Background: an optimization exercise with open tools, aiming at small area. Do not read the settings as production practice. Only simulation tests tie the RTL to the original design; equivalence was not proved. Power figures rest on the tool's default switching activity, not on a simulated workload.

==> design/flow/design.v <==
module ALU
(
    srcA_i,
    srcB_i,
    ALUctrl_i,
    ALUresult_o,
    NZCV_o
);
    input  [32-1:0] srcA_i;       
    input  [32-1:0] srcB_i;       
    input  [ 4-1:0] ALUctrl_i;    
    output [32-1:0] ALUresult_o;  
    output [ 4-1:0] NZCV_o;       
    reg    [33-1:0] result;  
    assign ALUresult_o = result[31:0];  
    assign NZCV_o[3]   = result[31];  
    assign NZCV_o[2]   = ~|result[31:0];  
    assign NZCV_o[1]   = (ALUctrl_i == 4'b0010 || ALUctrl_i == 4'b0110) ? result[32] : 1'b0;  
    assign NZCV_o[0]   = (srcA_i[31] ^ (srcA_i[31] + srcB_i[31])) & (srcB_i[31] ^ (srcA_i[31] + srcB_i[31]));  
    always @(*)
    begin
        case(ALUctrl_i) 
            4'b0000: result = srcA_i & srcB_i;                                    
            4'b0001: result = srcA_i | srcB_i;                                    
            4'b0010: result = srcA_i + srcB_i;                  
            4'b0110: result = srcA_i -{1'b1, srcB_i};                  
            4'b0111: result = ($signed(srcA_i) < $signed(srcB_i)) ? 33'd1:33'd0 ;  
            4'b1100: result = ~(srcA_i | srcB_i);                                    
            4'b1101: result = ~(srcA_i & srcB_i);                                    
            default: result = 33'd0;                               
        endcase
    end
endmodule
module ALU_Conrtoller
(
    funct_i,
    ALUop_i,
    ALUctrl_o
);
    input  [3:0] funct_i;    
    input  [1:0] ALUop_i;    
    output [3:0] ALUctrl_o;  
    reg    [2:0] ALUopcode;  
    assign ALUctrl_o = {1'b0 , ALUopcode};  
    always @(*)
    begin
        case(ALUop_i)  
            2'b00  : ALUopcode = 3'b010;  
            2'b01  : ALUopcode = 3'b110;  
            2'b10  :  
                begin
                    case(funct_i[2:0])
                        3'b000:  ALUopcode = (funct_i[3]) ? 3'b110 : 3'b010;  
                        3'b010:  ALUopcode = 3'b111;  
                        3'b110:  ALUopcode = 3'b001;  
                        3'b111:  ALUopcode = 3'b000;  
                        default: ALUopcode = 3'b000;  
                    endcase
                end
            2'b11  : ALUopcode = 3'b000;        
            default: ALUopcode = 3'b000;  
        endcase
    end
endmodule
module Controller
(
    instr_op_i,
    ALUop_o,
    RegWrite_o,
    MemWrite_o,
    MemtoReg_o,
    MemRead_o,
    ALUSrc_o,
    Branch_o,
    Jal_o,
    Jalr_o
);
    localparam OPC_OP     = 5'b01100;  
    localparam OPC_OP_IMM = 5'b00100;  
    localparam OPC_LOAD   = 5'b00000;  
    localparam OPC_STORE  = 5'b01000;  
    localparam OPC_BRANCH = 5'b11000;  
    localparam OPC_JAL    = 5'b11011;  
    localparam OPC_JALR   = 5'b11001;  
    localparam OPC_LUI    = 5'b01101;  
    localparam OPC_AUIPC  = 5'b00101;  
    localparam F3_ADDSUB = 3'b000;  
    localparam F3_SLT    = 3'b010;  
    localparam F3_SLTU   = 3'b011;  
    localparam F3_XOR    = 3'b100;  
    localparam F3_OR     = 3'b110;  
    localparam F3_AND    = 3'b111;  
    localparam F3_SLL    = 3'b001;  
    localparam F3_SR     = 3'b101;  
    input  wire [7-1:0] instr_op_i;  
    output  reg [2-1:0] ALUop_o;     
    output  reg         RegWrite_o;  
    output  reg         MemWrite_o;  
    output  reg [2-1:0] MemtoReg_o;  
    output  reg         MemRead_o;   
    output  reg         ALUSrc_o;    
    output  reg         Branch_o;    
    output  reg         Jal_o;       
    output  reg         Jalr_o;      
    always @(*)
    begin
        case (instr_op_i[6:2])  
            OPC_LOAD:  
                begin
                    RegWrite_o = 1'b1;
                    ALUSrc_o   = 1'b1;
                    MemWrite_o = 1'b0;
                    MemtoReg_o = 2'b01;
                    MemRead_o  = 1'b1;
                    Branch_o   = 1'b0;
                    Jal_o      = 1'b0;
                    Jalr_o     = 1'b0;
                    ALUop_o    = 2'b00;
                end
            OPC_STORE:  
                begin
                    RegWrite_o = 1'b0;
                    ALUSrc_o   = 1'b1;
                    MemWrite_o = 1'b1;
                    MemtoReg_o = 2'b00;
                    MemRead_o  = 1'b0;
                    Branch_o   = 1'b0;
                    Jal_o      = 1'b0;
                    Jalr_o     = 1'b0;
                    ALUop_o    = 2'b00;
                end
            OPC_BRANCH:  
                begin
                    RegWrite_o = 1'b0;
                    ALUSrc_o   = 1'b0;
                    MemWrite_o = 1'b0;
                    MemtoReg_o = 2'b00;
                    MemRead_o  = 1'b0;
                    Branch_o   = 1'b1;
                    Jal_o      = 1'b0;
                    Jalr_o     = 1'b0;
                    ALUop_o    = 2'b01;
                end
            OPC_OP:  
                begin
                    RegWrite_o = 1'b1;
                    ALUSrc_o   = 1'b0;
                    MemWrite_o = 1'b0;
                    MemtoReg_o = 2'b00;
                    MemRead_o  = 1'b0;
                    Branch_o   = 1'b0;
                    Jal_o      = 1'b0;
                    Jalr_o     = 1'b0;
                    ALUop_o    = 2'b10;
                end
            OPC_OP_IMM:  
                begin
                    RegWrite_o = 1'b1;
                    ALUSrc_o   = 1'b1;
                    MemWrite_o = 1'b0;
                    MemtoReg_o = 2'b00;
                    MemRead_o  = 1'b0;
                    Branch_o   = 1'b0;
                    Jal_o      = 1'b0;
                    Jalr_o     = 1'b0;
                    ALUop_o    = 2'b10;
                end
            OPC_JAL:  
                begin
                    RegWrite_o = 1'b1;
                    ALUSrc_o   = 1'b0;
                    MemWrite_o = 1'b0;
                    MemtoReg_o = 2'b10;
                    MemRead_o  = 1'b0;
                    Branch_o   = 1'b0;
                    Jal_o      = 1'b1;
                    Jalr_o     = 1'b0;
                    ALUop_o    = 2'b00;
                end
            OPC_JALR:  
                begin
                    RegWrite_o = 1'b1;
                    ALUSrc_o   = 1'b0;
                    MemWrite_o = 1'b0;
                    MemtoReg_o = 2'b10;
                    MemRead_o  = 1'b0;
                    Branch_o   = 1'b0;
                    Jal_o      = 1'b0;
                    Jalr_o     = 1'b1;
                    ALUop_o    = 2'b00;
                end
            OPC_AUIPC:  
                begin
                    RegWrite_o = 1'b1;
                    ALUSrc_o   = 1'b0;
                    MemWrite_o = 1'b0;
                    MemtoReg_o = 2'b11;
                    MemRead_o  = 1'b0;
                    Branch_o   = 1'b0;
                    Jal_o      = 1'b0;
                    Jalr_o     = 1'b0;
                    ALUop_o    = 2'b00;
                end
            default:  
                begin
                    RegWrite_o = 1'b0;
                    ALUSrc_o   = 1'b0;
                    MemWrite_o = 1'b0;
                    MemtoReg_o = 2'b00;
                    MemRead_o  = 1'b0;
                    Branch_o   = 1'b0;
                    Jal_o      = 1'b0;
                    Jalr_o     = 1'b0;
                    ALUop_o    = 2'b00;
                end
        endcase
    end
endmodule
module Imm_Gen
(
    instr_data_i,  
    imm_data_o     
);
    localparam OPC_OP_IMM = 5'b00100;  
    localparam OPC_LOAD   = 5'b00000;  
    localparam OPC_STORE  = 5'b01000;  
    localparam OPC_BRANCH = 5'b11000;  
    localparam OPC_JAL    = 5'b11011;  
    localparam OPC_JALR   = 5'b11001;  
    localparam OPC_LUI    = 5'b01101;  
    localparam OPC_AUIPC  = 5'b00101;  
    input      [32-1:0] instr_data_i;  
    output reg [32-1:0] imm_data_o;    
    always @(*)
    begin
        case (instr_data_i[6:2])  
            OPC_LOAD, OPC_OP_IMM, OPC_JALR:  
                imm_data_o = {{20{instr_data_i[31]}}, instr_data_i[31:20]};
            OPC_STORE:  
                imm_data_o = {{20{instr_data_i[31]}}, instr_data_i[31:25], instr_data_i[11:7]};
            OPC_BRANCH:  
                imm_data_o = {{19{instr_data_i[31]}}, instr_data_i[31], instr_data_i[7],
                              instr_data_i[30:25], instr_data_i[11:8], 1'b0};
            OPC_JAL:  
                imm_data_o = {{11{instr_data_i[31]}}, instr_data_i[31], instr_data_i[19:12],
                              instr_data_i[20], instr_data_i[30:21], 1'b0};
            OPC_LUI, OPC_AUIPC:  
                imm_data_o = {instr_data_i[31:12], 12'd0};
            default:  
                imm_data_o = 32'd0;
        endcase
    end
endmodule
module MUX_2to1
(
    select_i,  
    data0_i,   
    data1_i,   
    data_o     
);
    input           select_i;  
    input  [32-1:0] data0_i;   
    input  [32-1:0] data1_i;   
    output [32-1:0] data_o;    
    assign data_o = (select_i) ? data1_i: data0_i;
endmodule
module MUX_4to1
(
    select_i,
    data0_i,
    data1_i,
    data2_i,
    data3_i,
    data_o
);
    input  wire [ 2-1:0] select_i;  
    input  wire [32-1:0] data0_i;   
    input  wire [32-1:0] data1_i;   
    input  wire [32-1:0] data2_i;   
    input  wire [32-1:0] data3_i;   
    output reg  [32-1:0] data_o;    
    always @(*)
    begin
        case (select_i)
            2'b00:   data_o = data0_i;
            2'b01:   data_o = data1_i;
            2'b10:   data_o = data2_i;
            2'b11:   data_o = data3_i;
            default: data_o = 32'd0;  
        endcase 
    end
endmodule
module ProgramCounter
(
    clk_i,   
    rst_n,   
    load_i,  
    count_o  
);
    input  wire          clk_i;    
    input  wire          rst_n;    
    input  wire [32-1:0] load_i;   
    output reg  [32-1:0] count_o;  
    always @(posedge clk_i or negedge rst_n) 
    begin
        if(~rst_n)
            count_o <= 0;
        else
            count_o <= load_i;
    end
endmodule
module Reg_File
(
    clk_i,
    rst_n,
    RegWrite_i,
    rs1_addr_i,
    rs2_addr_i,
    rd_addr_i,
    rd_data_i,
    rs1_data_o,
    rs2_data_o
);
    input           clk_i;       
    input           rst_n;       
    input           RegWrite_i;  
    input  [ 5-1:0] rs1_addr_i;  
    input  [ 5-1:0] rs2_addr_i;  
    input  [ 5-1:0] rd_addr_i;   
    input  [32-1:0] rd_data_i;   
    output [32-1:0] rs1_data_o;  
    output [32-1:0] rs2_data_o;  
    reg signed [31:0] register [0:31];  
    assign rs1_data_o = register[rs1_addr_i];
    assign rs2_data_o = register[rs2_addr_i];
    always @(negedge rst_n or posedge clk_i) 
    begin
        if (~rst_n)  
        begin  
            register[ 0] <= 0; register[ 1] <= 0; register[ 2] <= 0; register[ 3] <= 0;
            register[ 4] <= 0; register[ 5] <= 0; register[ 6] <= 0; register[ 7] <= 0;
            register[ 8] <= 0; register[ 9] <= 0; register[10] <= 0; register[11] <= 0;
            register[12] <= 0; register[13] <= 0; register[14] <= 0; register[15] <= 0;
            register[16] <= 0; register[17] <= 0; register[18] <= 0; register[19] <= 0;
            register[20] <= 0; register[21] <= 0; register[22] <= 0; register[23] <= 0;
            register[24] <= 0; register[25] <= 0; register[26] <= 0; register[27] <= 0;
            register[28] <= 0; register[29] <= 128; register[30] <= 0; register[31] <= 0;
        end
        else
        begin
            if (RegWrite_i)  
            begin
                if(rd_addr_i != 5'd0)  
                    register[rd_addr_i] <= rd_data_i;
            end
            else 
                register[rd_addr_i] <= register[rd_addr_i];
        end
    end
endmodule
module adder
(
    srcA_i,  
    srcB_i,  
    sum_o    
);
    input  [32-1:0] srcA_i;
    input  [32-1:0] srcB_i;
    output [32-1:0] sum_o;
    assign sum_o = srcA_i + srcB_i;
endmodule
module Simple_Single_CPU
(
    clk_i,
    rst_n,
    imem_addr_o,
    imem_rdata_i,
    dmem_addr_o,
    dmem_wdata_o,
    dmem_we_o,
    dmem_re_o,
    dmem_rdata_i
);
    input         clk_i;          
    input         rst_n;          
    output [32-1:0] imem_addr_o;    
    input  [32-1:0] imem_rdata_i;   
    output [32-1:0] dmem_addr_o;    
    output [32-1:0] dmem_wdata_o;   
    output          dmem_we_o;      
    output          dmem_re_o;      
    input  [32-1:0] dmem_rdata_i;   
    wire [32-1:0] PC_next;        
    wire [32-1:0] PC_pres;        
    wire [32-1:0] instr;          
    wire [32-1:0] imm_out;        
    wire [   3:0] funct;          
    wire [   6:0] opcode;         
    wire [ 2-1:0] ALUop;          
    wire          RegWrite;       
    wire          MemWrite;       
    wire [ 2-1:0] MemtoReg;       
    wire          MemRead;        
    wire          ALUSrc;         
    wire          Branch;         
    wire          Jal;            
    wire          Jalr;           
    wire [ 5-1:0] rs1_addr;       
    wire [ 5-1:0] rs2_addr;       
    wire [ 5-1:0] rd_addr;        
    wire [32-1:0] rs1_data;       
    wire [32-1:0] rs2_data;       
    wire [32-1:0] rd_data;        
    wire [32-1:0] ALUsrcA;        
    wire [32-1:0] ALUsrcB;        
    wire [32-1:0] ALUresult;      
    wire [ 4-1:0] NZCV;           
    wire [32-1:0] PC_plusfour;    
    wire [32-1:0] PC_branch;      
    wire [32-1:0] PC_jump;        
    wire [ 4-1:0] ALUctrl;        
    wire [32-1:0] mem_data_wr;    
    wire [32-1:0] mem_data_rd;    
    wire [32-1:0] PC_target;      
    wire          target_sel;     
    ProgramCounter PC
    (
        .clk_i(clk_i),
        .rst_n(rst_n),
        .load_i(PC_next),          
        .count_o(PC_pres)          
    );
    assign imem_addr_o = PC_pres;       
    assign instr       = imem_rdata_i;  
    Imm_Gen ImmGen
    (
        .instr_data_i(instr),    
        .imm_data_o(imm_out)       
    );
    assign opcode = instr[6:0];
    Controller Control
    (
        .instr_op_i(opcode),     
        .ALUop_o(ALUop),        
        .RegWrite_o(RegWrite),     
        .MemWrite_o(MemWrite),     
        .MemtoReg_o(MemtoReg),     
        .MemRead_o(MemRead),      
        .ALUSrc_o(ALUSrc),       
        .Branch_o(Branch),       
        .Jal_o(Jal),          
        .Jalr_o(Jalr)          
    );
    assign rs1_addr = instr[19:15];
    assign rs2_addr = instr[24:20];
    assign rd_addr  = instr[11: 7];
    Reg_File RF
    (
        .clk_i(clk_i),
        .rst_n(rst_n),
        .RegWrite_i(RegWrite),     
        .rs1_addr_i(rs1_addr),     
        .rs2_addr_i(rs2_addr),     
        .rd_addr_i(rd_addr),      
        .rd_data_i(rd_data),      
        .rs1_data_o(rs1_data),     
        .rs2_data_o(rs2_data)      
    );
    MUX_2to1 MUX_ALUSrc
    (
        .data0_i(rs2_data),        
        .data1_i(imm_out),        
        .select_i(ALUSrc),      
        .data_o(ALUsrcB)          
    );
    assign ALUsrcA = rs1_data;
    ALU ALU
    (
        .srcA_i(ALUsrcA),         
        .srcB_i(ALUsrcB),         
        .ALUctrl_i(ALUctrl),      
        .ALUresult_o(ALUresult),    
        .NZCV_o(NZCV)          
    );
    assign funct = {instr[30], instr[14:12]};
    ALU_Conrtoller ALU_Conrtoller
    (
        .funct_i(funct),       
        .ALUop_i(ALUop),       
        .ALUctrl_o(ALUctrl)      
    );
    adder adder_PC_plusfour
    (
        .srcA_i(PC_pres),        
        .srcB_i(32'd4),
        .sum_o(PC_plusfour)          
    );
    assign mem_data_wr = rs2_data;
    assign dmem_addr_o  = ALUresult;     
    assign dmem_wdata_o = mem_data_wr;   
    assign dmem_re_o    = MemRead;       
    assign dmem_we_o    = MemWrite;      
    assign mem_data_rd  = dmem_rdata_i;  
    adder adder_branch_addr
    (
        .srcA_i(PC_pres),        
        .srcB_i(imm_out),        
        .sum_o(PC_branch)          
    );
    MUX_4to1 MUX_Mem_Reg
    (
        .data0_i(ALUresult),       
        .data1_i(mem_data_rd),       
        .data2_i(PC_plusfour),       
        .data3_i(PC_branch),  
        .select_i(MemtoReg),      
        .data_o(rd_data)         
    );
    assign target_sel = (Branch & NZCV[2]) | Jal;
    MUX_2to1 MUX_PC_Source
    (
        .data0_i(PC_plusfour),       
        .data1_i(PC_branch),       
        .select_i(target_sel),      
        .data_o(PC_target)         
    );
    adder adder_jalr_addr
    (
        .srcA_i(rs1_data),        
        .srcB_i(imm_out),        
        .sum_o(PC_jump)          
    );
    MUX_2to1 MUX_PC_Branch
    (
        .data0_i(PC_target),       
        .data1_i(PC_jump),       
        .select_i(Jalr),      
        .data_o(PC_next)         
    );
endmodule
==> design/flow/run.sh <==
#!/bin/bash
# synth_recipe.tcl (not shown) runs the flow's synth.tcl, then flattens the netlist and writes it again
# the make line also repeats each setting of config.mk as NAME=value (left out here)
make -C /OpenROAD-flow-scripts/flow DESIGN_CONFIG=/design/flow/config.mk WORK_HOME=/design/flow/orfs CLKGATE_MAP_FILE= SYNTH_SCRIPT=/design/flow/synth_recipe.tcl finish
==> design/flow/config.mk <==
export PLATFORM = sky130hd
export DESIGN_NAME = Simple_Single_CPU
export DESIGN_NICKNAME = Simple_Single_CPU
export VERILOG_FILES = /design/flow/design.v
export SDC_FILE = /design/flow/constraint.sdc
export NUM_CORES = 8
export LEC_CHECK = 0
export CAP_MARGIN = 20
export CORE_MARGIN = 2
export CORE_UTILIZATION = 25
export PLACE_DENSITY = 0.45
export SLEW_MARGIN = 20
==> design/flow/constraint.sdc <==
create_clock -name core_clock -period 20.0 [get_ports {clk_i}]
set_input_delay 4.0000 -clock core_clock [delete_from_list [all_inputs] [get_ports {clk_i}]]
set_output_delay 4.0000 -clock core_clock [all_outputs]
set_load 0.01 [all_outputs]
==> flow_metrics.py, run 1 <==
metrics = {
    "sta": {
        "tns_ns": 0,
        "finalMaxSlewViolations": 0,
        "hold_ws_ns": 0.418,
        "layout_min_cycle_time_ns": 16.98,
        "min_period_over_period_pct": 84.9,
        "setup_viol": 0,
        "hold_viol_final": 0,
        "fmax_mhz": 58.9,
        "worst_pin_slew_ns": 1.31,
        "clock_skew_ns": 0.0437,
        "relSlewSlack_pct": 11.9,
        "rsz0062_at_grt": "false",
    },
    "synth": {
        "syn_area_um2": 65900,
        "yosysSeqAreaShare_pct": 40.1,
        "synth.distinct_cells": 100,
        "synth_nets": 8175,
        "syn_inst": 7946,
        "yosys_warnings": 8,
        "syn_area_per_cell_um2": 8.30,
        "synth_edf_count": 0,
        "synth-seq-cells": 1056,
        "synthArstFlopShare_pct": 100,
        "ys_dominant_reg_cell": "dfrtp_1",
    },
    "clock_tree": {
        "root_buffer": "clkbuf_16",
        "cts.repair.resized": 0,
        "cts_buffer_depth": 3,
        "cts.htree.levels": 4,
        "clk_latency_ns": 0.86,
        "cts_made_buffers": 131,
        "path_clk_slew_ns": 0.05,
        "clock_sinks": 1056,
        "cts_tree": "built",
        "cts_hold_buf": 0,
        "cts_setup_buffers": 0,
    },
    "pwr": {
        "vdd_ir_drop_max_mv": 0.112,
        "p_int_w": 0.00483,
        "p_clk_share_pct": 31.0,
        "powerDensity_nw_per_um2": 107,
        "combPwrFrac_pct": 30.1,
        "p_sw_share_pct": 41.5,
        "p_seq_share_pct": 39.0,
        "power.switching_w": 0.00343,
        "p_leak_nw": 31.9,
    },
    "setup_path": {
        "crit_path_max_fanout": 20,
        "arrival_ns": 12.98,
        "end_kind": "primary output",
        "critPathKind": "in -> out",
        "required_ns": 16.00,
        "start_kind": "input port",
    },
    "cells_and_area": {
        "layout_commonest_cell": "nand2_1",
        "nFillCells": 27900,
        "drive_gt1_share_pct": 9.46,
        "multi_input_area_um2": 37200,
        "final_cell_mix": "nand2_1 (1389), o21ai_0 (1146), dfrtp_1 (1055)",
        "post-route-util_pct": 29.4,
        "final_cells": 11400,
        "seq_area_um2": 26400,
        "syn_to_final_growth_pct": 17.0,
        "nets": 8009,
    },
    "placement": {
        "port_buffers": 161,
        "dp_hpwl_um": 299000,
        "place_congestion": 1.00,
        "dp_cells": 11200,
    },
    "global_route": {
        "grt_pass1_wl_um": 646000,
        "antenna_found_initial": 49,
        "grt_max_degree": 150,
        "grt_overflow_total": 0,
        "grt_usage_pct": 34.9,
        "grt_pass1_vias": 70300,
    },
    "detailed_routing": {
        "via_per_inst": 6.76,
        "vias": 77300,
        "wl_um": 485000,
        "drcViolationCount": 0,
        "ant_nets": 0,
        "drt-pass1-iter-count": 11,
        "wl_per_cell_um": 42.4,
        "first_iter_violations": 14400,
    },
    "floorplan": {
        "die_y_um": 518,
        "core_area_um2": 262000,
        "die_w_um": 518,
        "pin_count": 164,
        "initial_core_util_pct": 25.1,
        "row_count": 188,
        "dieArea_um2": 268000,
    },
    "hold_path": {
        "hold_class": "reg -> reg",
    },
    "outcome": {
        "status": "finished clean",
    },
    "job": {
        "max_cap_viol_count": 0,
    },
}
-- registers in the layout, indices dropped and copies added, names as in the netlist --
register	count
PC.count_o	32
RF.register	1024
-- cell usage after synthesis, types with 9 or more instances --
master       n  area (um^2)
a211oi_1    26          195
a21o_1      36          270
a21oi_1    280         1400
a221oi_1   302         2650
a222oi_1    32          320
a22o_1     304         2660
a22oi_1    840         6310
a31oi_1     25          156
and2_1      16          100
and3_1      23          144
buf_1       42          158
buf_2       23          115
clkbuf_1   677         2540
dfrtp_1   1055        26400
ha_1       159         1990
inv_1      156          586
mux2i_1     27          270
nand2_1   1421         5330
nand2b_1    35          219
nand3_1    121          606
nand3b_1     9         67.6
nand4_1    176         1100
nor2_1     330         1240
nor2b_1     25          156
nor3_1      99          495
nor4_1      50          313
o211ai_1    25          188
o21a_1      53          398
o21ai_0   1155         5780
o21bai_1    13         97.6
o221ai_1    33          289
o22ai_1     27          169
o31ai_1     13         97.6
o32a_1      12          120
o32ai_1     12          105
or2_2       16          100
or3_1       21          131
or4b_2      18          180
xnor2_1     40          350
xor2_1      37          324
-- power groups by stage --
stage	logic, W	clock network, W	registers (W)
5_1_grt	0.00265	0.00265	0.00324
4_1_cts	0.00240	0.00257	0.00317
6_report	0.00248	0.00256	0.00322
3_3_place_gp	0.00236	0	0.00321
2_1_floorplan	0.00136	0	0.00294
3_5_place_dp	0.00239	0	0.00321
-- routing by layer --
layer	share of wire, %	vias up	global-route usage, %
li1	-	29500	-
met4	8.9	25	25.0
met2	40	7485	48.4
met3	14	2424	15.3
met5	0.094	-	0.960
met1	37	37900	42.5
-- logic make-up (layout without fill, tap and decap cells) --
group	after synthesis	after routing	synth area share, %
AOI/OAI and AO/OA	3310	3310	33.9
xor gates and xnor gates	77	77	1.02
adders and majority gates	163	163	3.14
buffers and inverters	908	838	5.31
DFF	1056	1056	40.1
muxes	32	32	0.512
other	0	51	0
and+or+nand+nor	2400	2400	16.0
-- cell type report --
type / count / share of cell area [%]
Antenna cell: 51 / 0.165
Timing Repair Buffer: 452 / 5.10
Clock buffer: 175 / 4.70
Clock inverter: 54 / 1.06
Tap cell: 3515 / 5.70
Inverter: 157 / 0.764
Multi-Input combinational cell: 5982 / 48.3
Sequential cell: 1056 / 34.3
-- through the flow --
| step | total power [W] | cell area, um^2 | setup slack [ns] |
|---|---|---|---|
| 2_1_floorplan | 0.00430 | 65900 | 7.41 |
| 3_3_place_gp | 0.00557 | 72300 | 3.52 |
| 3_5_place_dp | 0.00559 | 72400 | 3.54 |
| 4_1_cts | 0.00814 | 76900 | 3.50 |
| 5_1_grt | 0.00854 | 77000 | 3.11 |
| 6_report | 0.00826 | 77100 | 3.02 |
-- path summary, 6_finish.rpt --
| kind | start | to | slack (ns) | cells past startpoint |
|---|---|---|---|---|
| hold / removal | RF.register[0][26] | RF.register[0][26] | 0.42 | 0 |
| min in group asynchronous | rst_n | RF.register[20][19] | 3.09 | 1 |
| max in group asynchronous | rst_n | PC.count_o[31] | 14.10 | 4 |
| setup / recovery | imem_rdata_i[23] | dmem_addr_o[27] | 3.02 | 23 |
| hold reg to reg | RF.register[0][26] | RF.register[0][26] | 0.42 | 0 |
| setup reg to reg | RF.register[10][1] | PC.count_o[13] | 12.20 | 21 |
-- worst max-delay path: stages --
cell and delay [ns]:
clkdlybuf4s50_1 0.88, nand2b_1 0.66, nor2_4 0.91, buf_4 0.72
a22oi_1 0.15, nand3_1 0.15, nor3_1 0.09, a21oi_1 0.98
nand2_1 0.10, a21boi_0 0.22, ha_1 0.37, a211oi_1 0.41
o311ai_1 0.18, buf_4 0.20, a31oi_1 0.35, o21ai_0 0.32
a41oi_1 0.46, and2_1 0.23, o32ai_1 0.11, a221oi_1 0.32
nor2b_1 0.49, inv_1 0.08, clkdlybuf4s50_1 0.49
==> run 2, diff against run 1 <==
==> design/flow/design.v (replaced) <==
module Simple_Single_CPU
(
    clk_i,
    rst_n,
    imem_addr_o,
    imem_rdata_i,
    dmem_addr_o,
    dmem_wdata_o,
    dmem_we_o,
    dmem_re_o,
    dmem_rdata_i
);
    input           clk_i;
    input           rst_n;
    output [32-1:0] imem_addr_o;
    input  [32-1:0] imem_rdata_i;
    output [32-1:0] dmem_addr_o;
    output [32-1:0] dmem_wdata_o;
    output          dmem_we_o;
    output          dmem_re_o;
    input  [32-1:0] dmem_rdata_i;
    reg  [2:0] ph;       
    reg        init;     
    reg        pass2;    
    reg        flag;     
    reg        cm;       
    reg        cp;       
    reg [31:0] pc;
    reg [31:0] A;        
    reg [31:0] W;        
    wire p0   = (ph == 3'd0);
    wire last = (ph == 3'd7);
    wire [31:0] I  = imem_rdata_i;
    wire [4:0]  op = I[6:2];
    wire [2:0]  f3 = I[14:12];
    wire is_load  = (op == 5'b00000);
    wire is_opimm = (op == 5'b00100);
    wire is_auipc = (op == 5'b00101);
    wire is_store = (op == 5'b01000);
    wire is_op    = (op == 5'b01100);
    wire is_br    = (op == 5'b11000);
    wire is_jalr  = (op == 5'b11001);
    wire is_jal   = (op == 5'b11011);
    wire is_alu   = is_op | is_opimm;
    wire is_slt   = is_alu & (f3 == 3'b010);
    wire two_pass = is_load | is_store | is_br | is_slt;
    wire fin      = init | pass2 | ~two_pass;    
    reg [31:0] imm;
    always @(*) begin
        case (op)
            5'b01000: imm = {{20{I[31]}}, I[31:25], I[11:7]};
            5'b11000: imm = {{20{I[31]}}, I[7], I[30:25], I[11:8], 1'b0};
            5'b11011: imm = {{12{I[31]}}, I[19:12], I[20], I[30:21], 1'b0};
            5'b00101: imm = {I[31:12], 12'd0};
            default:  imm = {{20{I[31]}}, I[31:20]};
        endcase
    end
    wire [3:0] imm_d = imm[{ph, 2'b00} +: 4];
    wire [3:0] pc_d  = pc[{ph, 2'b00} +: 4];
    wire [3:0] rdig [0:31];
    assign rdig[0] = 4'd0;
    wire [3:0] r1 = rdig[I[19:15]];
    wire [3:0] r2 = rdig[I[24:20]];
    wire       inv   = is_alu & (((f3 == 3'b000) & I[30]) | (f3 == 3'b010));
    wire [3:0] x     = (is_auipc | is_jal | is_br) ? pc_d : r1;
    wire [3:0] b     = is_op ? r2 : imm_d;
    wire [3:0] y     = b ^ {4{inv}};
    wire       cin   = p0 ? inv : cm;
    wire [4:0] msum  = {1'b0, x} + {1'b0, y} + {4'd0, cin};
    wire       lt    = (x[3] ^ b[3]) ? x[3] : msum[3];
    wire [4:0] psum  = {1'b0, pc_d} + {2'd0, p0, 2'd0} + {4'd0, cp & ~p0};
    reg  [3:0] alu_d;
    always @(*) begin
        case (f3)
            3'b000:  alu_d = msum[3:0];
            3'b110:  alu_d = r1 | b;
            default: alu_d = r1 & b;
        endcase
    end
    wire wr1 = ~pass2 & ((is_alu & ~is_slt) | is_auipc | is_jal | is_jalr);
    wire wr2 =  pass2 & (is_load | is_slt);
    wire wr  = ~init & (wr1 | wr2);
    reg  [3:0] wd;
    always @(*) begin
        if (init)
            wd = 4'd0;
        else if (pass2)
            wd = is_load ? (p0 ? dmem_rdata_i[3:0] : W[3:0]) : {3'd0, flag & p0};
        else if (is_jal | is_jalr)
            wd = psum[3:0];
        else if (is_auipc)
            wd = msum[3:0];
        else
            wd = alu_d;
    end
    wire [3:0] wd29 = init ? {(ph == 3'd1), 3'd0} : wd;
    wire [4:0] rd   = I[11:7];
    genvar g;
    generate
        for (g = 1; g < 32; g = g + 1) begin : R
            reg  [31:0] q;
            wire        wen = init | (wr & (rd == g));
            wire [3:0]  din = (g == 29) ? wd29 : wd;
            always @(posedge clk_i)
                q <= {wen ? din : q[3:0], q[31:4]};
            assign rdig[g] = q[3:0];
        end
    endgenerate
    wire       a_m  = (~pass2 & (is_load | is_store | is_jal | is_jalr)) | (pass2 & is_br & flag);
    wire [3:0] a_in = init ? 4'd0 : (a_m ? msum[3:0] : psum[3:0]);
    wire [31:0] a_next = {a_in, A[31:4]};
    wire cap = pass2 & p0;
    always @(posedge clk_i) begin
        A  <= a_next;
        W  <= cap ? {dmem_rdata_i[3:0], dmem_rdata_i[31:4]} : {r2, W[31:4]};
        cm <= msum[4];
        cp <= psum[4];
        if (last & fin)
            pc <= a_next;
        if (~pass2) begin
            if (is_slt)
                flag <= lt;
            else
                flag <= (p0 | flag) & (r1 == r2);
        end
    end
    always @(posedge clk_i or negedge rst_n) begin
        if (~rst_n) begin
            ph    <= 3'd0;
            init  <= 1'b1;
            pass2 <= 1'b0;
        end else begin
            ph <= ph + 3'd1;
            if (last) begin
                init  <= 1'b0;
                pass2 <= ~init & ~pass2 & two_pass;
            end
        end
    end
    assign imem_addr_o  = pc;
    assign dmem_addr_o  = A;
    assign dmem_wdata_o = W;
    assign dmem_we_o    = cap & is_store;
    assign dmem_re_o    = cap & is_load;
endmodule
--- a/design/flow/config.mk
+++ b/design/flow/config.mk
@@ -5,8 +5,10 @@
 export SDC_FILE = /design/flow/constraint.sdc
 export NUM_CORES = 8
 export LEC_CHECK = 0
+export ABC_AREA = 1
 export CAP_MARGIN = 20
 export CORE_MARGIN = 2
 export CORE_UTILIZATION = 25
+export CTS_BUF_LIST = sky130_fd_sc_hd__clkbuf_4
 export PLACE_DENSITY = 0.45
 export SLEW_MARGIN = 20
==> run 2 against run 1 <==
  * Still clean
  * Clock skew grew 0.090 ns
  * Combinational power is 94% lower
  * Wire length shrank 82%
  * Sequential share of layout area is 28 points higher
  * Total power down 50%
  * Non-clock buffer count is 277 lower
  * Fmax up 66%
  * Highest routed layer is now met4
==> flow_metrics.py, run 2 <==
metrics = {
    "clock_tree": {
        "root_buffer": "clkbuf_4",
        "path_clk_slew_ns": 0.06,
        "cts_hold_buf": 0,
        "clk_latency_ns": 1.17,
        "cts_made_buffers": 292,
        "cts_setup_buffers": 0,
        "cts_buffer_depth": 4,
        "cts.repair.resized": 0,
        "cts_tree": "built",
        "clock_sinks": 1096,
        "cts.htree.levels": 5,
    },
    "cells_and_area": {
        "multi_input_area_um2": 6000,
        "nets": 3162,
        "nFillCells": 12100,
        "syn_to_final_growth_pct": 22.7,
        "seq_area_um2": 22300,
        "post-route-util_pct": 30.9,
        "largest-register": "R.q",
        "largest_reg_flops": 992,
        "drive_gt1_share_pct": 15.1,
        "layout_commonest_cell": "dfxtp_1",
        "final_cell_mix": "dfxtp_1 (1058), nand2_1 (661), clkbuf_4 (391)",
    },
    "setup_path": {
        "reg2regPathDepth": 18,
        "critPathKind": "in -> out",
        "path_buf_inv": 4,
        "cpMostUsedCell": "nor2_1",
        "required_ns": 16.00,
        "crit_path_max_fanout": 6,
        "crit_chain": "clkdlybuf4s50_1 > nor2_1 > nand2_1 > nor2_1 > inv_1 > nor2_1 > inv_1 > nor2_1 > clkdlybuf4s50_1",
        "critPathTopFamily": "buffers and inverters",
        "worst_path_max_delay_cell": "clkdlybuf4s50_1",
        "slowest_delay_ns": 0.60,
        "reg2reg_slack_ns": 14.87,
        "arrival_ns": 6.22,
        "end_kind": "primary output",
        "r2r_end": "R[9].q[30]",
        "r2r-start": "ph[1]",
        "start_kind": "input port",
    },
    "sta": {
        "hold_ws_ns": 0.235,
        "worst_pin_slew_ns": 1.02,
        "layout_min_cycle_time_ns": 10.22,
        "finalMaxSlewViolations": 0,
        "rsz0062_at_grt": "false",
        "tns_ns": 0,
        "hold_viol_final": 0,
        "fmax_mhz": 97.9,
        "min_period_over_period_pct": 51.1,
        "relSlewSlack_pct": 32.0,
        "clock_skew_ns": 0.134,
        "setup_viol": 0,
    },
    "job": {
        "max_cap_viol_count": 0,
    },
    "floorplan": {
        "die_y_um": 346,
        "dieArea_um2": 120000,
        "pin_count": 164,
        "core_area_um2": 116000,
        "die_w_um": 346,
        "row_count": 125,
        "initial_core_util_pct": 25.2,
    },
    "detailed_routing": {
        "wl_per_cell_um": 17.9,
        "drt-pass1-iter-count": 5,
        "vias": 19300,
        "drcViolationCount": 0,
        "via_per_inst": 4.04,
        "wl_um": 85400,
        "first_iter_violations": 1162,
        "ant_nets": 0,
    },
    "synth": {
        "synthArstFlopShare_pct": 0.456,
        "synth-seq-cells": 1096,
        "yosysSeqAreaShare_pct": 76.1,
        "synth_top_area_share_pct": 72.3,
        "yosys-top-cells-count": "dfxtp_1 (1058), nand2_1 (662), nor2_1 (239), inv_1 (195), nand3_1 (148)",
        "ys_dominant_reg_cell": "dfxtp_1",
        "syn_area_um2": 29300,
        "post-synth-top-count-cell": "dfxtp_1",
        "synth_nets": 2740,
        "yosys-top-cells-area": "dfxtp_1 (72%), nand2_1 (8.5%), edfxtp_1 (3.4%)",
        "synth_top_area_cell": "dfxtp_1",
        "syn_area_per_cell_um2": 11.0,
        "synth_edf_count": 33,
        "synth.distinct_cells": 51,
        "yosys_warnings": 1,
        "syn_inst": 2662,
    },
    "global_route": {
        "grt_max_degree": 41,
        "grt_overflow_total": 0,
        "grt_usage_pct": 14.2,
        "grt_pass1_wl_um": 124000,
        "antenna_found_initial": 2,
        "grt_pass1_vias": 19200,
    },
    "pwr": {
        "vdd_ir_drop_max_mv": 0.0310,
        "powerDensity_nw_per_um2": 115,
        "p_leak_nw": 15.4,
    },
    "outcome": {
        "status": "finished clean",
    },
    "placement": {
        "port_buffers": 161,
        "dp_hpwl_um": 59200,
        "place_congestion": 0.951,
    },
    "hold_path": {
        "hold_path_end": "R[29].q[12]",
        "hp-start": "R[29].q[16]",
        "hold-path-cell-count": 0,
        "hold_class": "reg -> reg",
    },
}
## run 2: cell count changes in the layout (fill, tap and decap cells not counted), moves of 233 or more
cell | previous run | this run
nand2_1 | 1389 | 661
buf_4 | 282 | 13
dfrtp_1 | 1055 | 4
a21oi_1 | 264 | 31
dfxtp_1 | 0 | 1058
a22o_1 | 304 | 1
a22oi_1 | 840 | 5
o21ai_0 | 1146 | 58
a221oi_1 | 302 | 6
clkbuf_4 | 0 | 391
## run 2: routing by layer
| metal | wire length, um | global-route usage (%) |
|---|---|---|
| met5 | 0 | 0 |
| met4 | 2440 | 5.92 |
| met3 | 5900 | 4.27 |
| met2 | 37300 | 21.5 |
| met1 | 39800 | 18.7 |
## run 2: cells by family (layout without fill, tap and decap cells)
group / count (synthesis) / count (layout) / share of synthesized area (%)
adder cells (fa/ha/maj): 12 / 12 / 0.564
AND/OR/NAND/NOR: 1126 / 1126 / 15.6
XOR/XNOR: 9 / 9 / 0.269
flip-flops: 1096 / 1096 / 76.1
multiplexers: 28 / 28 / 1.08
other: 0 / 4 / 0
buffers and inverters: 252 / 823 / 3.53
AO/OA/AOI/OAI: 139 / 139 / 2.81
## run 2: worst max-delay path by stage
stage	slack, ns	start	to	cells past startpoint
after floorplan	11.21	imem_rdata_i[3]	dmem_re_o	7
after global placement	9.72	imem_rdata_i[3]	dmem_re_o	9
after detailed placement	9.75	imem_rdata_i[3]	dmem_re_o	9
after CTS	9.75	imem_rdata_i[3]	dmem_re_o	9
after global routing	9.62	imem_rdata_i[3]	dmem_re_o	9
final	9.78	imem_rdata_i[3]	dmem_re_o	9
## run 2: where the power goes
part           internal (W)  switching (W)  total [W]
clock              0.000932       0.000806    0.00174
combinational     0.0000502      0.0000922   0.000142
sequential          0.00224      0.0000188    0.00226
total               0.00322       0.000917    0.00414
## run 2: layout make-up
class	instances	share of cell area [%]
flip-flops and latches	1096	62.0
multi-input cells	1314	16.7
clock buffers	391	8.17
well taps	1524	5.30
repair buffers	175	4.83
inverters	205	2.14
clock inverters	52	0.808
diodes	4	0.0278
## run 2: through the flow
step | std cells | setup WS [ns] | area, um^2 | total power (W)
after floorplan | 2662 | 11.21 | 29300 | 0.00236
after global placement | 4313 | 9.72 | 32700 | 0.00245
after detailed placement | 4314 | 9.75 | 32700 | 0.00245
after CTS | 4757 | 9.75 | 35900 | 0.00422
after global routing | 4761 | 9.62 | 35900 | 0.00436
final | 4761 | 9.78 | 35900 | 0.00414
==> run 3, diff against run 2 <==
--- a/design/flow/config.mk
+++ b/design/flow/config.mk
@@ -9,6 +9,6 @@
 export CAP_MARGIN = 20
 export CORE_MARGIN = 2
 export CORE_UTILIZATION = 25
-export CTS_BUF_LIST = sky130_fd_sc_hd__clkbuf_4
+export CTS_BUF_LIST = sky130_fd_sc_hd__clkbuf_8
 export PLACE_DENSITY = 0.45
 export SLEW_MARGIN = 20
==> run 3 against run 2 <==
  * Sequential cell count unchanged
  * Worst hold slack gained 0.048 ns
  * Clock power increased by 4%
  * Non-clock buffer count is the same
  * Via count shrank 3.6%
  * Synthesized cell count stayed put
  * Sequential power about the same
  * First-iteration DRC count grew 10%
  * Cell count decreased by 3.0%
  * Clock-buffer cell count decreased by 186
  * Combinational power hardly changed
==> flow_metrics.py, run 3 <==
metrics = {
    "outcome": {
        "status": "finished clean",
    },
    "detailed_routing": {
        "vias": 18600,
        "ant_nets": 0,
        "wl_um": 84900,
        "wl_per_cell_um": 18.4,
        "first_iter_violations": 1283,
        "drt-pass1-iter-count": 5,
        "via_per_inst": 4.02,
        "drcViolationCount": 0,
    },
    "clock_tree": {
        "cts_buffer_depth": 3,
        "clock_sinks": 1096,
        "root_buffer": "clkbuf_8",
        "path_clk_slew_ns": 0.06,
        "cts.repair.resized": 0,
        "cts_setup_buffers": 0,
        "clk_latency_ns": 0.84,
        "cts.htree.levels": 4,
        "cts_made_buffers": 170,
        "cts_tree": "built",
        "cts_hold_buf": 0,
    },
    "sta": {
        "worst_pin_slew_ns": 0.990,
        "rsz0062_at_grt": "false",
        "min_period_over_period_pct": 51.1,
        "tns_ns": 0,
        "hold_viol_final": 0,
        "finalMaxSlewViolations": 0,
        "layout_min_cycle_time_ns": 10.23,
        "relSlewSlack_pct": 33.9,
        "setup_ws_ns": 9.77,
        "clock_skew_ns": 0.0640,
        "setup_viol": 0,
        "fmax_mhz": 97.8,
    },
    "synth": {
        "synth_top_family_by_area": "simple AND/OR/NAND/NOR gates",
        "synth_top_area_share_pct": 72.3,
        "syn_area_per_cell_um2": 11.0,
        "yosys.area_share.adder_pct": 0.564,
        "syn_inst": 2662,
        "synth_nets": 2740,
        "synth-seq-cells": 1096,
        "syn_area_um2": 29300,
        "yosysSeqAreaShare_pct": 76.1,
        "ys_dominant_reg_cell": "dfxtp_1",
        "muxShareOfSynthArea_pct": 1.08,
        "yosys-top-cells-area": "dfxtp_1 (72%), nand2_1 (8.5%), edfxtp_1 (3.4%)",
        "synth_xor_area_share_pct": 0.269,
        "synth_top_area_cell": "dfxtp_1",
        "post-synth-top-count-cell": "dfxtp_1",
        "synth-compound-area-share_pct": 2.81,
        "yosys-top-cells-count": "dfxtp_1 (1058), nand2_1 (662), nor2_1 (239), inv_1 (195), nand3_1 (148)",
        "yosys_warnings": 1,
        "synth.distinct_cells": 51,
        "synthArstFlopShare_pct": 0.456,
        "synth_edf_count": 33,
        "yosys.area_share.simple_pct": 15.6,
    },
    "placement": {
        "dp_hpwl_um": 59200,
        "port_buffers": 161,
        "pre_cts_ws_ns": 9.75,
        "place_congestion": 0.951,
    },
    "cells_and_area": {
        "largest-register": "R.q",
        "syn_to_final_growth_pct": 23.3,
        "layout_commonest_cell": "dfxtp_1",
        "nFillCells": 12000,
        "drive_gt1_share_pct": 10.4,
        "nets": 3040,
        "largest_reg_flops": 992,
        "final_cell_mix": "dfxtp_1 (1058), nand2_1 (661), inv_1 (253)",
    },
    "floorplan": {
        "die_w_um": 346,
        "pin_count": 164,
        "die_y_um": 346,
        "dieArea_um2": 120000,
        "core_area_um2": 116000,
        "row_count": 125,
        "initial_core_util_pct": 25.2,
    },
    "setup_path": {
        "critPathKind": "in -> out",
        "critPathTopFamily": "buffers and inverters",
        "reg2regPathDepth": 18,
        "arrival_ns": 6.23,
        "worst_path_max_delay_cell": "clkdlybuf4s50_1",
        "cpMostUsedCell": "nor2_1",
        "end_kind": "primary output",
        "crit_chain": "clkdlybuf4s50_1 > nor2_1 > nand2_1 > nor2_1 > inv_1 > nor2_1 > inv_1 > nor2_1 > clkdlybuf4s50_1",
        "required_ns": 16.00,
        "crit_path_max_fanout": 6,
        "slowest_delay_ns": 0.59,
        "cp.depth": 9,
        "path_buf_inv": 4,
        "start_kind": "input port",
    },
    "pwr": {
        "power.switching_w": 0.000941,
        "combPwrFrac_pct": 3.4,
        "powerDensity_nw_per_um2": 117,
        "vdd_ir_drop_max_mv": 0.0463,
        "p_seq_share_pct": 53.6,
        "p_leak_nw": 15.4,
        "p_clk_share_pct": 43.1,
        "p_int_w": 0.00327,
        "p_sw_share_pct": 22.3,
    },
    "global_route": {
        "grt_max_degree": 41,
        "grt_overflow_total": 0,
        "grt_pass1_vias": 18000,
        "grt_usage_pct": 14.0,
        "antenna_found_initial": 2,
        "grt_pass1_wl_um": 122000,
    },
    "hold_path": {
        "hold-path-cell-count": 0,
        "hold_class": "reg -> reg",
    },
    "job": {
        "max_cap_viol_count": 0,
    },
}
-- run 3: cell counts after synthesis --
Identical to the previous run, type by type.
-- run 3: kinds of logic (layout without fill, tap and decap cells) --
logic type	after synthesis	count (layout)
other	0	1
AO/OA/AOI/OAI	139	139
adder cells (fa/ha/maj)	12	12
AND/OR/NAND/NOR	1126	1126
flip-flops	1096	1096
multiplexers	28	28
XOR/XNOR	9	9
buffers and inverters	252	681
-- run 3: final cells by class --
class | count | area [um^2] | share of cell area, %
timing repair buffer | 175 | 1740 | 4.81
tap | 1524 | 1910 | 5.28
multi-input combinational | 1314 | 6000 | 16.6
clock inverter | 96 | 582 | 1.61
sequential | 1096 | 22300 | 61.7
inverter | 205 | 769 | 2.13
clock buffer | 205 | 2820 | 7.81
antenna | 1 | 2.50 | 0.00693
-- run 3: path summary, 6_finish.rpt --
path / from / endpoint / slack (ns)
setup / recovery: imem_rdata_i[3] / dmem_re_o / 9.77
max in group asynchronous: rst_n / init / 16.31
hold reg to reg: R[30].q[9] / R[30].q[5] / 0.28
hold / removal: R[30].q[9] / R[30].q[5] / 0.28
setup reg to reg: ph[1] / R[9].q[30] / 14.93
min in group asynchronous: rst_n / ph[0] / 3.38
-- run 3: through the flow --
step	util [%]	hold slack, ns	total power [W]	instance area (um^2)	instances
3_5_place_dp	28.1	0.312	0.00245	32700	4314
6_report	31.1	0.283	0.00421	36100	4616
5_1_grt	31.1	0.286	0.00439	36100	4616
4_1_cts	31.1	0.271	0.00429	36100	4615
2_1_floorplan	-	0.310	0.00236	29300	2662
3_3_place_gp	28.1	0.310	0.00245	32700	4313
-- run 3: layer usage --
layer,GRT usage (%),vias up,routed length (um)
li1,-,8997,-
met1,19.0,8751,39700
met2,21.3,665,36800
met3,3.67,151,5850
met4,5.28,2,2430
met5,0,-,7
-- run 3: power groups by stage --
| stage | Combinational, W | Clock [W] | Sequential [W] |
|---|---|---|---|
| global route | 0.000151 | 0.00198 | 0.00226 |
| global placement | 0.000143 | 0 | 0.00230 |
| CTS | 0.000142 | 0.00189 | 0.00226 |
| finish | 0.000142 | 0.00181 | 0.00226 |
| detailed placement | 0.000142 | 0 | 0.00231 |
| floorplan | 0.0000555 | 0 | 0.00230 |
==> run 4, diff against run 3 <==
--- a/design/flow/config.mk
+++ b/design/flow/config.mk
@@ -5,10 +5,8 @@
 export SDC_FILE = /design/flow/constraint.sdc
 export NUM_CORES = 8
 export LEC_CHECK = 0
-export ABC_AREA = 1
 export CAP_MARGIN = 20
 export CORE_MARGIN = 2
 export CORE_UTILIZATION = 25
-export CTS_BUF_LIST = sky130_fd_sc_hd__clkbuf_8
 export PLACE_DENSITY = 0.45
 export SLEW_MARGIN = 20
==> run 4 against run 3 <==
  * Still clean
  * Die area hardly changed
  * Clock skew shrank 0.039 ns
  * Design area about the same
  * Worst setup slack worse by 0.32 ns
  * Worst hold slack better by 0.031 ns
  * Global-route usage fell by 0.40 points
  * Highest routed layer unchanged
==> flow_metrics.py, run 4 <==
metrics = {
    "setup_path": {
        "critPathKind": "in -> out",
        "r2r_end": "R[10].q[30]",
        "r2r-start": "ph[0]",
        "reg2reg_slack_ns": 14.87,
        "cpMostUsedCell": "clkdlybuf4s50_1",
        "slowest_delay_ns": 0.90,
        "reg2regPathDepth": 15,
        "required_ns": 16.00,
        "worst_path_max_delay_cell": "or4b_2",
        "arrival_ns": 6.55,
        "critPathTopFamily": "buffers and inverters",
        "path_buf_inv": 2,
        "crit_chain": "clkdlybuf4s50_1 > or4b_2 > nor3_1 > clkdlybuf4s50_1",
        "start_kind": "input port",
        "crit_path_max_fanout": 19,
        "end_kind": "primary output",
    },
    "clock_tree": {
        "clk_latency_ns": 0.67,
        "cts_tree": "built",
        "path_clk_slew_ns": 0.06,
        "root_buffer": "clkbuf_16",
        "cts.htree.levels": 3,
        "clock_sinks": 1096,
        "cts_setup_buffers": 0,
        "cts_buffer_depth": 3,
        "cts.repair.resized": 0,
        "cts_made_buffers": 104,
        "cts_hold_buf": 0,
    },
    "synth": {
        "yosys_warnings": 1,
        "syn_area_um2": 29300,
        "yosys-top-cells-area": "dfxtp_1 (72%), edfxtp_1 (3.4%), nand3_1 (2.4%)",
        "yosysSeqAreaShare_pct": 76.1,
        "post-synth-top-count-cell": "dfxtp_1",
        "synthArstFlopShare_pct": 0.456,
        "syn_area_per_cell_um2": 13.3,
        "synth.distinct_cells": 100,
        "ys_dominant_reg_cell": "dfxtp_1",
        "synth_edf_count": 33,
        "synth_nets": 2278,
        "syn_inst": 2200,
        "synth_top_area_cell": "dfxtp_1",
        "synth_top_area_share_pct": 72.3,
        "yosys-top-cells-count": "dfxtp_1 (1058), nand3_1 (139), o21ai_0 (104), nand2_1 (99), nor2_1 (92)",
        "synth-seq-cells": 1096,
    },
    "sta": {
        "clock_skew_ns": 0.0246,
        "tns_ns": 0,
        "setup_viol": 0,
        "hold_ws_ns": 0.314,
        "layout_min_cycle_time_ns": 10.55,
        "worst_pin_slew_ns": 1.10,
        "relSlewSlack_pct": 26.6,
        "hold_viol_final": 0,
        "setup_ws_ns": 9.45,
        "min_period_over_period_pct": 52.7,
        "rsz0062_at_grt": "false",
        "fmax_mhz": 94.8,
        "finalMaxSlewViolations": 0,
    },
    "floorplan": {
        "initial_core_util_pct": 25.2,
        "die_y_um": 346,
        "dieArea_um2": 120000,
        "row_count": 125,
        "core_area_um2": 116000,
        "die_w_um": 346,
        "pin_count": 164,
    },
    "detailed_routing": {
        "drcViolationCount": 0,
        "ant_nets": 0,
        "wl_per_cell_um": 20.7,
        "via_per_inst": 4.28,
        "wl_um": 83000,
        "first_iter_violations": 1373,
        "drt-pass1-iter-count": 5,
        "vias": 17200,
    },
    "placement": {
        "port_buffers": 161,
        "place_congestion": 0.888,
        "pre_cts_ws_ns": 9.43,
        "dpl_cell_area_um2": 32500,
        "dp_hpwl_um": 57300,
    },
    "hold_path": {
        "hold_path_end": "R[6].q[10]",
        "hp-start": "R[6].q[14]",
        "hold_class": "reg -> reg",
        "hold-path-cell-count": 0,
    },
    "global_route": {
        "grt_pass1_vias": 17000,
        "grt_usage_pct": 13.6,
        "antenna_found_initial": 8,
        "grt_overflow_total": 0,
        "grt_pass1_wl_um": 120000,
        "grt_max_degree": 64,
    },
    "cells_and_area": {
        "largest_reg_flops": 992,
        "final_cell_mix": "dfxtp_1 (1058), clkdlybuf4s50_1 (155), nand3_1 (139)",
        "post-route-util_pct": 31.1,
        "syn_to_final_growth_pct": 23.2,
        "nets": 2476,
        "largest-register": "R.q",
        "layout_commonest_cell": "dfxtp_1",
        "drive_gt1_share_pct": 11.9,
        "fin_area_um2": 36100,
    },
    "outcome": {
        "status": "finished clean",
    },
    "job": {
        "max_cap_viol_count": 0,
    },
    "pwr": {
        "p_int_w": 0.00350,
        "p_leak_nw": 13.5,
        "power.switching_w": 0.000945,
        "p_sw_share_pct": 21.2,
        "p_seq_share_pct": 51.0,
        "p_clk_share_pct": 45.0,
        "combPwrFrac_pct": 4.0,
        "powerDensity_nw_per_um2": 123,
        "vdd_ir_drop_max_mv": 0.0689,
    },
}
run 4: power by group through the flow:
stage | clock, W | sequential (W) | combinational [W]
3_3_place_gp | 0 | 0.00232 | 0.000180
3_5_place_dp | 0 | 0.00232 | 0.000179
4_1_cts | 0.00206 | 0.00227 | 0.000179
5_1_grt | 0.00215 | 0.00227 | 0.000189
2_1_floorplan | 0 | 0.00231 | 0.0000806
6_report | 0.00200 | 0.00227 | 0.000178
run 4: worst reg2reg max path: cells and delay by family (launching register included):
family | cells | cell delay, ns
XOR/XNOR | 1 | 0.20
flip-flops | 1 | 0.32
buffers and inverters | 2 | 0.67
AO/OA/AOI/OAI | 8 | 2.68
AND/OR/NAND/NOR | 2 | 0.18
adder cells (fa/ha/maj) | 2 | 0.90
run 4: kinds of logic after synthesis:
group	share of synthesized area, %
fa+ha+maj	0.598
compound gates	8.05
mux	3.65
buf+inv	1.96
xor+xnor	0.359
simple gates	9.32
flops	76.1
run 4: cell type report:
| class | count | area [um^2] |
|---|---|---|
| timing repair buffer | 188 | 1780 |
| clock inverter | 43 | 569 |
| sequential | 1096 | 22300 |
| fill | 11600 | 80100 |
| tap | 1524 | 1910 |
| clock buffer | 146 | 3000 |
| multi-input combinational | 984 | 6460 |
| antenna | 2 | 5.00 |
| inverter | 24 | 90.1 |
run 4: layer usage:
layer | global-route usage, % | part of all wire (%) | wire length, um
met3 | 3.84 | 6.8 | 5610
met1 | 18.4 | 46 | 38600
met4 | 4.51 | 2.8 | 2340
met5 | 0 | 0.087 | 72
met2 | 20.9 | 44 | 36400
run 4: per-stage QoR:
| step | power (W) | cells |
|---|---|---|
| final | 0.00445 | 4007 |
| after global routing | 0.00461 | 4005 |
| after CTS | 0.00451 | 4005 |
| after detailed placement | 0.00250 | 3816 |
| after global placement | 0.00250 | 3816 |
| after floorplan | 0.00239 | 2200 |
run 4: worst max-delay path by stage:
| stage | slack (ns) | to | startpoint | depth (start not counted) |
|---|---|---|---|---|
| floorplan | 10.79 | dmem_we_o | imem_rdata_i[2] | 4 |
| global route | 9.28 | dmem_we_o | imem_rdata_i[2] | 4 |
| detailed placement | 9.43 | dmem_we_o | imem_rdata_i[2] | 4 |
| finish | 9.45 | dmem_we_o | imem_rdata_i[2] | 4 |
| global placement | 9.48 | dmem_we_o | imem_rdata_i[2] | 4 |
| CTS | 9.44 | dmem_we_o | imem_rdata_i[2] | 4 |
==> run 5, diff against run 4 <==
--- a/design/flow/config.mk
+++ b/design/flow/config.mk
@@ -8,5 +8,8 @@
 export CAP_MARGIN = 20
 export CORE_MARGIN = 2
 export CORE_UTILIZATION = 25
+export CTS_BUF_LIST = sky130_fd_sc_hd__clkbuf_16 sky130_fd_sc_hd__clkbuf_8 sky130_fd_sc_hd__clkbuf_4
+export CTS_CLUSTER_DIAMETER = 100
+export CTS_CLUSTER_SIZE = 24
 export PLACE_DENSITY = 0.45
 export SLEW_MARGIN = 20
==> run 5 against run 4 <==
  * Synthesized cell count stayed put
  * Synthesized area unchanged
  * Critical path depth stayed put
  * Worst hold slack improved by 0.0065 ns
  * Clock power shrank 41%
  * Via count decreased by 2.0%
  * Die area did not move
  * Total power decreased by 18%
  * Cell count shrank 3.0%
==> flow_metrics.py, run 5 <==
metrics = {
    "outcome": {
        "status": "finished clean",
    },
    "floorplan": {
        "core_area_um2": 116000,
        "row_count": 125,
        "initial_core_util_pct": 25.2,
        "dieArea_um2": 120000,
        "pin_count": 164,
        "die_y_um": 346,
        "die_w_um": 346,
    },
    "cells_and_area": {
        "largest-register": "R.q",
        "nets": 2426,
        "nFillCells": 11800,
        "fin_area_um2": 34100,
        "layout_commonest_cell": "dfxtp_1",
        "largest_reg_flops": 992,
        "multi_input_area_um2": 6460,
        "syn_to_final_growth_pct": 16.4,
        "final_cell_mix": "dfxtp_1 (1058), clkdlybuf4s50_1 (155), nand3_1 (139)",
        "seq_area_um2": 22300,
        "drive_gt1_share_pct": 8.14,
    },
    "clock_tree": {
        "cts.repair.resized": 0,
        "cts_tree": "built",
        "cts_setup_buffers": 0,
        "clock_sinks": 1096,
        "cts.htree.levels": 2,
        "path_clk_slew_ns": 0.09,
        "cts_buffer_depth": 3,
        "cts_made_buffers": 54,
        "cts_hold_buf": 0,
        "root_buffer": "clkbuf_16",
        "clk_latency_ns": 0.66,
    },
    "detailed_routing": {
        "dr.max_layer_used": "met5",
        "wl_met2_um": 35500,
        "drcViolationCount": 0,
        "met3RoutedLength_um": 5400,
        "via_per_inst": 4.33,
        "first_iter_violations": 1428,
        "wl_per_cell_um": 21.0,
        "ant_nets": 0,
        "vias": 16800,
        "wl_um": 81700,
        "drt-pass1-iter-count": 5,
        "drt-met1-wl_um": 37900,
    },
    "global_route": {
        "antenna_found_initial": 8,
        "grt_pass1_vias": 16500,
        "grt_pass1_wl_um": 118000,
        "grt_overflow_total": 0,
        "grt_max_degree": 64,
        "grt_usage_pct": 13.3,
    },
    "synth": {
        "synth_top_family_by_area": "simple AND/OR/NAND/NOR gates",
        "synth_top_area_share_pct": 72.3,
        "syn_inst": 2200,
        "post-synth-top-count-cell": "dfxtp_1",
        "yosys_warnings": 1,
        "synth-compound-area-share_pct": 8.05,
        "ys_dominant_reg_cell": "dfxtp_1",
        "synth_edf_count": 33,
        "yosys-top-cells-area": "dfxtp_1 (72%), edfxtp_1 (3.4%), nand3_1 (2.4%)",
        "synthArstFlopShare_pct": 0.456,
        "synth_nets": 2278,
        "synth_xor_area_share_pct": 0.359,
        "syn_area_um2": 29300,
        "synth-seq-cells": 1096,
        "muxShareOfSynthArea_pct": 3.65,
        "yosys.area_share.adder_pct": 0.598,
        "yosys.area_share.simple_pct": 9.32,
        "synth_top_area_cell": "dfxtp_1",
        "yosys-top-cells-count": "dfxtp_1 (1058), nand3_1 (139), o21ai_0 (104), nand2_1 (99), nor2_1 (92)",
        "synth.distinct_cells": 100,
        "syn_area_per_cell_um2": 13.3,
        "yosysSeqAreaShare_pct": 76.1,
    },
    "pwr": {
        "powerDensity_nw_per_um2": 107,
        "p_leak_nw": 12.5,
        "vdd_ir_drop_max_mv": 0.0765,
    },
    "setup_path": {
        "end_kind": "primary output",
        "slowest_delay_ns": 0.90,
        "critPathTopFamily": "buffers and inverters",
        "start_kind": "input port",
        "worst_path_max_delay_cell": "or4b_2",
        "arrival_ns": 6.56,
        "reg2reg_slack_ns": 14.84,
        "cpMostUsedCell": "clkdlybuf4s50_1",
        "critPathKind": "in -> out",
        "required_ns": 16.00,
        "path_buf_inv": 2,
        "crit_chain": "clkdlybuf4s50_1 > or4b_2 > nor3_1 > clkdlybuf4s50_1",
        "r2r_end": "R[10].q[30]",
        "r2r-start": "ph[0]",
        "crit_path_max_fanout": 19,
        "reg2regPathDepth": 15,
    },
    "sta": {
        "layout_min_cycle_time_ns": 10.56,
        "rsz0062_at_grt": "false",
        "finalMaxSlewViolations": 0,
        "worst_pin_slew_ns": 1.10,
        "setup_viol": 0,
        "setup_ws_ns": 9.44,
        "relSlewSlack_pct": 26.2,
        "hold_viol_final": 0,
        "fmax_mhz": 94.7,
        "clock_skew_ns": 0.0369,
        "tns_ns": 0,
        "min_period_over_period_pct": 52.8,
    },
    "hold_path": {
        "hold_path_end": "R[31].q[14]",
        "hp-start": "R[31].q[18]",
        "hold-path-cell-count": 0,
        "hold_class": "reg -> reg",
    },
    "placement": {
        "pre_cts_ws_ns": 9.43,
        "dpl_cell_area_um2": 32500,
        "dp_hpwl_um": 57300,
        "place_congestion": 0.888,
        "port_buffers": 161,
    },
    "job": {
        "max_cap_viol_count": 0,
    },
}
==> run 5: routing by layer <==
metal	vias up	GRT usage, %
li1	7916	-
met1	8216	18.1
met2	544	20.5
met3	130	3.30
met4	12	4.76
met5	-	0.520
==> run 5: worst max path at each step <==
stage                          from        end  slack [ns]  cells past startpoint
floorplan           imem_rdata_i[2]  dmem_we_o       10.79                      4
global placement    imem_rdata_i[2]  dmem_we_o        9.48                      4
detailed placement  imem_rdata_i[2]  dmem_we_o        9.43                      4
CTS                 imem_rdata_i[2]  dmem_we_o        9.44                      4
global route        imem_rdata_i[2]  dmem_we_o        9.28                      4
finish              imem_rdata_i[2]  dmem_we_o        9.44                      4
==> run 5: layout make-up <==
class	instances	area share, %
Timing Repair Buffer	188	5.23
Multi-Input combinational cell	984	18.9
Clock inverter	10	0.488
Tap cell	1524	5.59
Clock buffer	58	4.10
Sequential cell	1096	65.4
Inverter	24	0.264
Antenna cell	3	0.0220
==> run 5: worst reg2reg max path: cells and delay by family (launching register included) <==
| kind | cells | cell delay, ns |
|---|---|---|
| adder cells (fa/ha/maj) | 2 | 0.90 |
| AND/OR/NAND/NOR | 2 | 0.19 |
| flip-flops | 1 | 0.33 |
| AO/OA/AOI/OAI | 8 | 2.70 |
| XOR/XNOR | 1 | 0.20 |
| buffers and inverters | 2 | 0.67 |
==> run 5: per-stage QoR <==
| step | hold WS [ns] | total power (W) | instances | util [%] |
|---|---|---|---|---|
| finish | 0.320 | 0.00364 | 3887 | 29.4 |
| global route | 0.321 | 0.00379 | 3884 | 29.4 |
| CTS | 0.313 | 0.00370 | 3884 | 29.4 |
| detailed placement | 0.312 | 0.00250 | 3816 | 28.0 |
| global placement | 0.310 | 0.00250 | 3816 | 28.0 |
| floorplan | 0.310 | 0.00239 | 2200 | - |
==> run 5: logic make-up (layout without fill, tap and decap cells) <==
family                     Yosys count  in the layout
DFF                               1096           1096
xor gates and xnor gates            12             12
buffers and inverters              120            280
adders and majority gates           13             13
muxes                               89             89
and+or+nand+nor                    514            514
AOI/OAI and AO/OA                  356            356
other                                0              3
==> run 5: power by group <==
group | internal (W) | leakage (nW) | switching, W | total [W]
Combinational | 0.0000668 | 2.80 | 0.000112 | 0.000179
Sequential | 0.00224 | 8.92 | 0.0000234 | 0.00227
Clock | 0.000524 | 0.764 | 0.000670 | 0.00119
Total | 0.00283 | 12.5 | 0.000805 | 0.00364
==> run 6, diff against run 5 <==
--- a/design/flow/config.mk
+++ b/design/flow/config.mk
@@ -10,6 +10,6 @@
 export CORE_UTILIZATION = 25
 export CTS_BUF_LIST = sky130_fd_sc_hd__clkbuf_16 sky130_fd_sc_hd__clkbuf_8 sky130_fd_sc_hd__clkbuf_4
 export CTS_CLUSTER_DIAMETER = 100
-export CTS_CLUSTER_SIZE = 24
+export CTS_CLUSTER_SIZE = 30
 export PLACE_DENSITY = 0.45
 export SLEW_MARGIN = 20
==> run 6 against run 5 <==
  * Largest cell class unchanged
  * Cell count fell by 0.36%
  * Non-clock buffer count did not move
  * Clock power fell by 9%
  * Worst hold slack got worse by 0.016 ns
  * Wire length barely moved
==> flow_metrics.py, run 6 <==
metrics = {
    "outcome": {
        "status": "finished clean",
    },
    "floorplan": {
        "row_count": 125,
        "initial_core_util_pct": 25.2,
        "pin_count": 164,
        "core_area_um2": 116000,
        "die_w_um": 346,
        "die_y_um": 346,
    },
    "synth": {
        "synth_edf_count": 33,
        "syn_area_um2": 29300,
        "syn_inst": 2200,
        "yosys-top-cells-area": "dfxtp_1 (72%), edfxtp_1 (3.4%), nand3_1 (2.4%)",
        "syn_area_per_cell_um2": 13.3,
        "ys_dominant_reg_cell": "dfxtp_1",
        "synth_top_area_share_pct": 72.3,
        "synthArstFlopShare_pct": 0.456,
        "synth_nets": 2278,
    },
    "sta": {
        "setup_viol": 0,
        "clock_skew_ns": 0.0364,
        "setup_ws_ns": 9.44,
        "min_period_over_period_pct": 52.8,
        "hold_viol_final": 0,
        "fmax_mhz": 94.7,
        "tns_ns": 0,
        "layout_min_cycle_time_ns": 10.56,
        "relSlewSlack_pct": 23.3,
    },
    "clock_tree": {
        "clk_latency_ns": 0.67,
        "cts.repair.resized": 0,
        "cts_hold_buf": 0,
        "cts_buffer_depth": 3,
        "clock_sinks": 1096,
        "cts_setup_buffers": 0,
        "root_buffer": "clkbuf_16",
        "path_clk_slew_ns": 0.10,
        "cts.htree.levels": 2,
        "cts_tree": "built",
    },
    "detailed_routing": {
        "dr.max_layer_used": "met5",
        "ant_nets": 0,
        "wl_per_cell_um": 21.1,
        "met3RoutedLength_um": 5760,
        "drcViolationCount": 0,
        "wl_met2_um": 35500,
        "wl_um": 81700,
        "drt-pass1-iter-count": 5,
        "via_per_inst": 4.32,
    },
    "job": {
        "max_cap_viol_count": 0,
    },
    "placement": {
        "dp_hpwl_um": 57300,
        "dp_cells": 3816,
        "place_congestion": 0.888,
        "pre_cts_ws_ns": 9.43,
    },
    "pwr": {
        "vdd_ir_drop_max_mv": 0.0620,
        "power_w": 0.00352,
        "powerDensity_nw_per_um2": 104,
    },
    "global_route": {
        "grt_pass1_vias": 16400,
        "grt_max_degree": 64,
        "grt_usage_pct": 13.3,
        "antenna_found_initial": 8,
    },
    "setup_path": {
        "crit_chain": "clkdlybuf4s50_1 > or4b_2 > nor3_1 > clkdlybuf4s50_1",
        "slowest_delay_ns": 0.90,
        "end_kind": "primary output",
        "reg2reg_slack_ns": 14.83,
        "reg2regPathDepth": 15,
        "arrival_ns": 6.56,
        "critPathKind": "in -> out",
        "cpMostUsedCell": "clkdlybuf4s50_1",
        "required_ns": 16.00,
        "crit_path_max_fanout": 19,
        "worst_path_max_delay_cell": "or4b_2",
    },
    "cells_and_area": {
        "largest-register": "R.q",
        "fin_area_um2": 33900,
        "layout_commonest_cell": "dfxtp_1",
        "nets": 2416,
    },
}
[run 6: cell counts after synthesis]
No cell type changed its count.
[run 6: area by class of cell]
type,instances,area [um^2],area share (%)
Antenna cell,1,2.50,0.00739
Clock buffer,47,1140,3.36
Clock inverter,9,170,0.503
Inverter,24,90.1,0.266
Multi-Input combinational cell,984,6460,19.1
Sequential cell,1096,22300,65.9
Tap cell,1524,1910,5.63
Timing Repair Buffer,188,1780,5.27
[run 6: worst max-delay path, delay by kind of cell]
kind                   cells  cell delay [ns]
buffers and inverters      2             1.39
and+or+nand+nor            2             1.17
[run 6: worst paths after layout]
check / start / endpoint
max: imem_rdata_i[2] / dmem_we_o
min: R[31].q[18] / R[31].q[14]
max reg2reg: ph[0] / R[10].q[30]
min reg2reg: R[31].q[18] / R[31].q[14]
max in group asynchronous: rst_n / init
min in group asynchronous: rst_n / pass2
[run 6: per-stage QoR]
stage                     utilization (%)  hold WS, ns
after floorplan                         -        0.310
after global placement               28.0        0.310
after detailed placement             28.0        0.312
after CTS                            29.1        0.309
after global routing                 29.1        0.308
final                                29.1        0.304
[run 6: power breakdown]
| part | total, W | switching (W) | internal [W] |
|---|---|---|---|
| sequential | 0.00227 | 0.0000235 | 0.00224 |
| clock | 0.00108 | 0.000656 | 0.000424 |
| combinational | 0.000178 | 0.000112 | 0.0000668 |
[run 6: logic make-up (layout without fill, tap and decap cells)]
| logic type | Yosys count | in the layout | share of synthesized area, % |
|---|---|---|---|
| xor gates and xnor gates | 12 | 12 | 0.359 |
| other | 0 | 1 | 0 |
| adders and majority gates | 13 | 13 | 0.598 |
| and+or+nand+nor | 514 | 514 | 9.32 |
| muxes | 89 | 89 | 3.65 |
| AOI/OAI and AO/OA | 356 | 356 | 8.05 |
| buffers and inverters | 120 | 268 | 1.96 |
| DFF | 1096 | 1096 | 76.1 |
[run 6: layer usage]
layer / track usage [%] / vias up
met5: 0 / -
met4: 4.29 / 10
met3: 3.67 / 126
met2: 20.5 / 565
met1: 18.1 / 8151
li1: - / 7877

Re-timed with assumed drivers on the ports (clkbuf_16 on the clock, buf_2 on other inputs), run 6 has 9.402 ns of setup slack against 9.445 ns with ideal ports, and 9.402 ns once port delays also move by the mid clock arrival of 0.720 ns.
